What follows belongs to an exercise in optimizing a design on an open flow for small area, a short achievable clock period and few clock cycles; a production flow would make more cautious choices.
RTL that was checked went through simulation tests only; none was proved equivalent to the original.
Power is estimated from default activity; no workload was simulated.

## alpha
==> flow/design.v <==
module infix_calc
(
    input  wire       CLK,
    input  wire       RST,
    output reg        BUSY,
    input  wire [7:0] INPUT_SIGN,
    input  wire       SIGN_STB,
    input  wire [7:0] INPUT_NUMBER,
    input  wire       NUMBER_STB,
    output wire [7:0] OUT,
    output reg        OUT_STB
);
wire in_mul = ~INPUT_SIGN[0];
wire in_div = INPUT_SIGN[2] & INPUT_SIGN[1];
wire in_sub = ~INPUT_SIGN[1];
wire take_num = NUMBER_STB & ~SIGN_STB & ~BUSY;
wire take_op  = SIGN_STB & ~NUMBER_STB & ~BUSY;
wire take_end = SIGN_STB & NUMBER_STB & ~BUSY;
reg       r_num;     
reg       r_lo;      
reg       r_end;     
reg [7:0] r_val;     
reg       m_mul;     
reg       m_div;     
reg       n_sub;     
always @(posedge CLK) begin
    if (RST) begin
        r_num <= 1'b0;
        r_lo  <= 1'b0;
        r_end <= 1'b0;
        m_mul <= 1'b0;
        m_div <= 1'b0;
        BUSY  <= 1'b0;
    end else begin
        r_num <= take_num;
        r_lo  <= take_op & ~in_mul & ~in_div;
        r_end <= take_end;
        if (take_op | take_end) begin
            m_mul <= in_mul & take_op;
            m_div <= in_div & take_op;
        end
        BUSY  <= r_num & m_mul & take_op & (in_mul | in_div);
    end
    r_val <= INPUT_NUMBER;
    if (take_op & ~in_mul & ~in_div)
        n_sub <= in_sub;
end
reg  [7:0]    term;
reg           a_num;      
reg           a_mul;
reg           a_div;
reg  [7:0]    a_val;      
reg  [K1-1:0] a_rem;      
reg           b_num;      
reg  [K2-1:0] b_rem;      
localparam K1 = 4;
localparam K2 = 6;
wire [7:0] x1 = r_val ^ {8{m_div}};    
wire [0:0] dv0 = m_div & term[7];
wire [1:0] ds0 = {1'b0, dv0} + {1'b0, x1[0:0]} + {1'd0, m_div};
wire qd0 = ds0[1] & (x1[7:1] == {7{m_div}});    
wire dq0 = m_div ? qd0 : term[7];
wire [0:0] dr0 = dq0 ? ds0[0:0] : dv0;
wire [1:0] dv1 = {dr0, m_div & term[6]};
wire [2:0] ds1 = {1'b0, dv1} + {1'b0, x1[1:0]} + {2'd0, m_div};
wire qd1 = ds1[2] & (x1[7:2] == {6{m_div}});    
wire dq1 = m_div ? qd1 : term[6];
wire [1:0] dr1 = dq1 ? ds1[1:0] : dv1;
wire [2:0] dv2 = {dr1, m_div & term[5]};
wire [3:0] ds2 = {1'b0, dv2} + {1'b0, x1[2:0]} + {3'd0, m_div};
wire qd2 = ds2[3] & (x1[7:3] == {5{m_div}});    
wire dq2 = m_div ? qd2 : term[5];
wire [2:0] dr2 = dq2 ? ds2[2:0] : dv2;
wire [3:0] dv3 = {dr2, m_div & term[4]};
wire [4:0] ds3 = {1'b0, dv3} + {1'b0, x1[3:0]} + {4'd0, m_div};
wire qd3 = ds3[4] & (x1[7:4] == {4{m_div}});    
wire dq3 = m_div ? qd3 : term[4];
wire [3:0] dr3 = dq3 ? ds3[3:0] : dv3;
wire [4:0] dv4 = {a_rem, a_div & term[3]};
wire [5:0] ds4 = {1'b0, dv4} + {1'b0, a_val[4:0]} + {5'd0, a_div};
wire qd4 = ds4[5] & (a_val[7:5] == {3{a_div}});    
wire dq4 = a_div ? qd4 : term[3];
wire [4:0] dr4 = dq4 ? ds4[4:0] : dv4;
wire [5:0] dv5 = {dr4, a_div & term[2]};
wire [6:0] ds5 = {1'b0, dv5} + {1'b0, a_val[5:0]} + {6'd0, a_div};
wire qd5 = ds5[6] & (a_val[7:6] == {2{a_div}});    
wire dq5 = a_div ? qd5 : term[2];
wire [5:0] dr5 = dq5 ? ds5[5:0] : dv5;
wire [6:0] dv6 = {b_rem, a_div & term[1]};
wire [7:0] ds6 = {1'b0, dv6} + {1'b0, a_val[6:0]} + {7'd0, a_div};
wire qd6 = ds6[7] & (a_val[7:7] == {1{a_div}});    
wire dq6 = a_div ? qd6 : term[1];
wire [6:0] dr6 = dq6 ? ds6[6:0] : dv6;
wire [7:0] dv7 = {dr6, a_div & term[0]};
wire [8:0] ds7 = {1'b0, dv7} + {1'b0, a_val[7:0]} + {8'd0, a_div};
wire qd7 = ds7[8];    
wire dq7 = a_div ? qd7 : term[0];
wire [7:0] dr7 = dq7 ? ds7[7:0] : dv7;
wire [K1-1:0]    q1 = {qd0, qd1, qd2, qd3};
wire [K2-K1-1:0] q2 = {qd4, qd5};
wire [7-K2:0]    q3 = {qd6, qd7};
wire [7:0]       r3 = dr7;    
always @(posedge CLK) begin
    if (RST) begin
        a_num <= 1'b0;
        b_num <= 1'b0;
    end else begin
        a_num <= r_num;
        b_num <= a_num;
    end
    if (r_num) begin
        a_mul <= m_mul;
        a_div <= m_div;
        a_val <= x1;
    end
    a_rem <= dr3;
    b_rem <= dr5;
    if (a_num & ~a_div & ~a_mul)
        term <= a_val;
    else if (b_num & a_mul)
        term <= r3;
    else begin
        if (r_num & m_div)
            term[7:8-K1] <= q1;
        if (a_num & a_div)
            term[7-K1:8-K2] <= q2;
        if (b_num & a_div)
            term[7-K2:0] <= q3;
    end
end
reg [7:0] sum;
reg       sop_sub;   
reg       p_sub;     
reg       lo1, lo2, end1, end2;
wire [7:0] total = sum + (term ^ {8{sop_sub}}) + {7'd0, sop_sub};
always @(posedge CLK) begin
    if (RST) begin
        lo1     <= 1'b0;
        lo2     <= 1'b0;
        end1    <= 1'b0;
        end2    <= 1'b0;
        sop_sub <= 1'b0;
        OUT_STB <= 1'b0;
    end else begin
        lo1     <= r_lo;
        lo2     <= lo1;
        end1    <= r_end;
        end2    <= end1;
        OUT_STB <= end2;
        if (lo2)
            sop_sub <= p_sub;
        else if (end2)
            sop_sub <= 1'b0;
    end
    if (lo1)
        p_sub <= n_sub;
    if (RST | OUT_STB)
        sum <= 8'd0;
    else if (lo2 | end2)
        sum <= total;
end
assign OUT = sum;
endmodule
Settings: LEC_CHECK=0, CAP_MARGIN=20, CORE_MARGIN=2, CORE_UTILIZATION=40, SLEW_MARGIN=20; clock period 13.0 ns.
standard.sh (not shown) runs the stock make flow with config.mk's settings and CLKGATE_MAP_FILE= SYNTH_SCRIPT=/design/flow/synth_recipe.tcl, a recipe that flattens the netlist after the stock synthesis.
==> flow/flow/run.sh <==
#!/bin/bash
# Standard ORFS layout at the design's clock and constraints, with a larger setup
# target for the timing repair, plain buffers on the ports and clock tree options
# (see params.sh).
set -euo pipefail
source flow/params.sh
bash standard.sh SETUP_SLACK_MARGIN=$SETUP_MARGIN "BUFFER_PORTS_ARGS=-buffer_cell $PORT_BUF" "CTS_ARGS=$CTS" $EXTRA finish > make.log 2>&1
==> flow/flow/params.sh <==
SETUP_MARGIN=9.0
EXTRA="ABC_AREA=1"
CTS="-sink_clustering_enable -repair_clock_nets -dont_use_dummy_load"
PORT_BUF=sky130_fd_sc_hd__buf_2
The following lists how beta was set up differently from alpha:
--- a/flow/design.v
+++ b/flow/design.v
@@ -52,5 +52,6 @@
 reg  [7:0]    a_val;      
 reg  [K1-1:0] a_rem;      
-reg           b_num;      
+reg           b_div;      
+reg           b_mul;      
 reg  [K2-1:0] b_rem;      
 localparam K1 = 4;
@@ -104,8 +105,10 @@
     if (RST) begin
         a_num <= 1'b0;
-        b_num <= 1'b0;
+        b_div <= 1'b0;
+        b_mul <= 1'b0;
     end else begin
         a_num <= r_num;
-        b_num <= a_num;
+        b_div <= a_num & a_div;
+        b_mul <= a_num & a_mul;
     end
     if (r_num) begin
@@ -118,5 +121,5 @@
     if (a_num & ~a_div & ~a_mul)
         term <= a_val;
-    else if (b_num & a_mul)
+    else if (b_mul)
         term <= r3;
     else begin
@@ -125,13 +128,15 @@
         if (a_num & a_div)
             term[7-K1:8-K2] <= q2;
-        if (b_num & a_div)
+        if (b_div)
             term[7-K2:0] <= q3;
     end
 end
 reg [7:0] sum;
+reg       first;     
 reg       sop_sub;   
 reg       p_sub;     
 reg       lo1, lo2, end1, end2;
-wire [7:0] total = sum + (term ^ {8{sop_sub}}) + {7'd0, sop_sub};
+wire [7:0] base  = first ? 8'd0 : sum;
+wire [7:0] total = base + (term ^ {8{sop_sub}}) + {7'd0, sop_sub};
 always @(posedge CLK) begin
     if (RST) begin
@@ -140,4 +145,5 @@
         end1    <= 1'b0;
         end2    <= 1'b0;
+        first   <= 1'b1;
         sop_sub <= 1'b0;
         OUT_STB <= 1'b0;
@@ -148,14 +154,15 @@
         end2    <= end1;
         OUT_STB <= end2;
-        if (lo2)
+        if (lo2) begin
+            first   <= 1'b0;
             sop_sub <= p_sub;
-        else if (end2)
+        end else if (end2) begin
+            first   <= 1'b1;
             sop_sub <= 1'b0;
+        end
     end
     if (lo1)
         p_sub <= n_sub;
-    if (RST | OUT_STB)
-        sum <= 8'd0;
-    else if (lo2 | end2)
+    if (lo2 | end2)
         sum <= total;
 end
Notes after the runs:
- Having completed the whole flow, beta delivered a layout that passed the timing, design-rule and antenna checks.
- As of beta, critical path depth had risen by a little under 10% compared to alpha.
- Lower overall global routing resource usage was reported by alpha, not beta.
- Comparing alpha with beta, the final cycle utilization of the critical path came out essentially unchanged.
- met3 wire length grows by more than a quarter when moving from alpha to beta.
- Cell area | beta vs alpha | beta smaller
- Power after layout of beta falls short of that of alpha by more than 10%.
- On inverter count: beta sits below alpha.
Testbench counts of beta, summed over its fixed seeds: cycles 14,680.
Only the layout flow was run in alpha; the RTL was not checked for function there.

==> port drivers added, routing unchanged <==
Ports are ideal in the flow. The routed layouts listed here were re-timed in OpenROAD. Step 1 assumes that a clkbuf_16 drives the clock port and a buf_2 every other input. Step 2 adds t to the input delays and takes it off the output delays; t is the mean of the earliest and latest rising clock arrival at the registers after step 1. Input paths then give back, and output paths get back, about the clock's delay inside the block. Slacks: no drivers / after step 1 / after step 2; pairs: no drivers / after step 1.
run	t (ns)	slack for setup (ns)	hold WS [ns]	worst slew at a driven data input, ns	pins driven straight from the clock port
alpha	0.354	9.253 / 9.253 / 9.253	0.399 / 0.399 / 0.399	0.03	1
beta	0.344	9.266 / 9.266 / 9.266	0.403 / 0.403 / 0.403	0.03	1
After both steps every run listed still meets setup and hold.
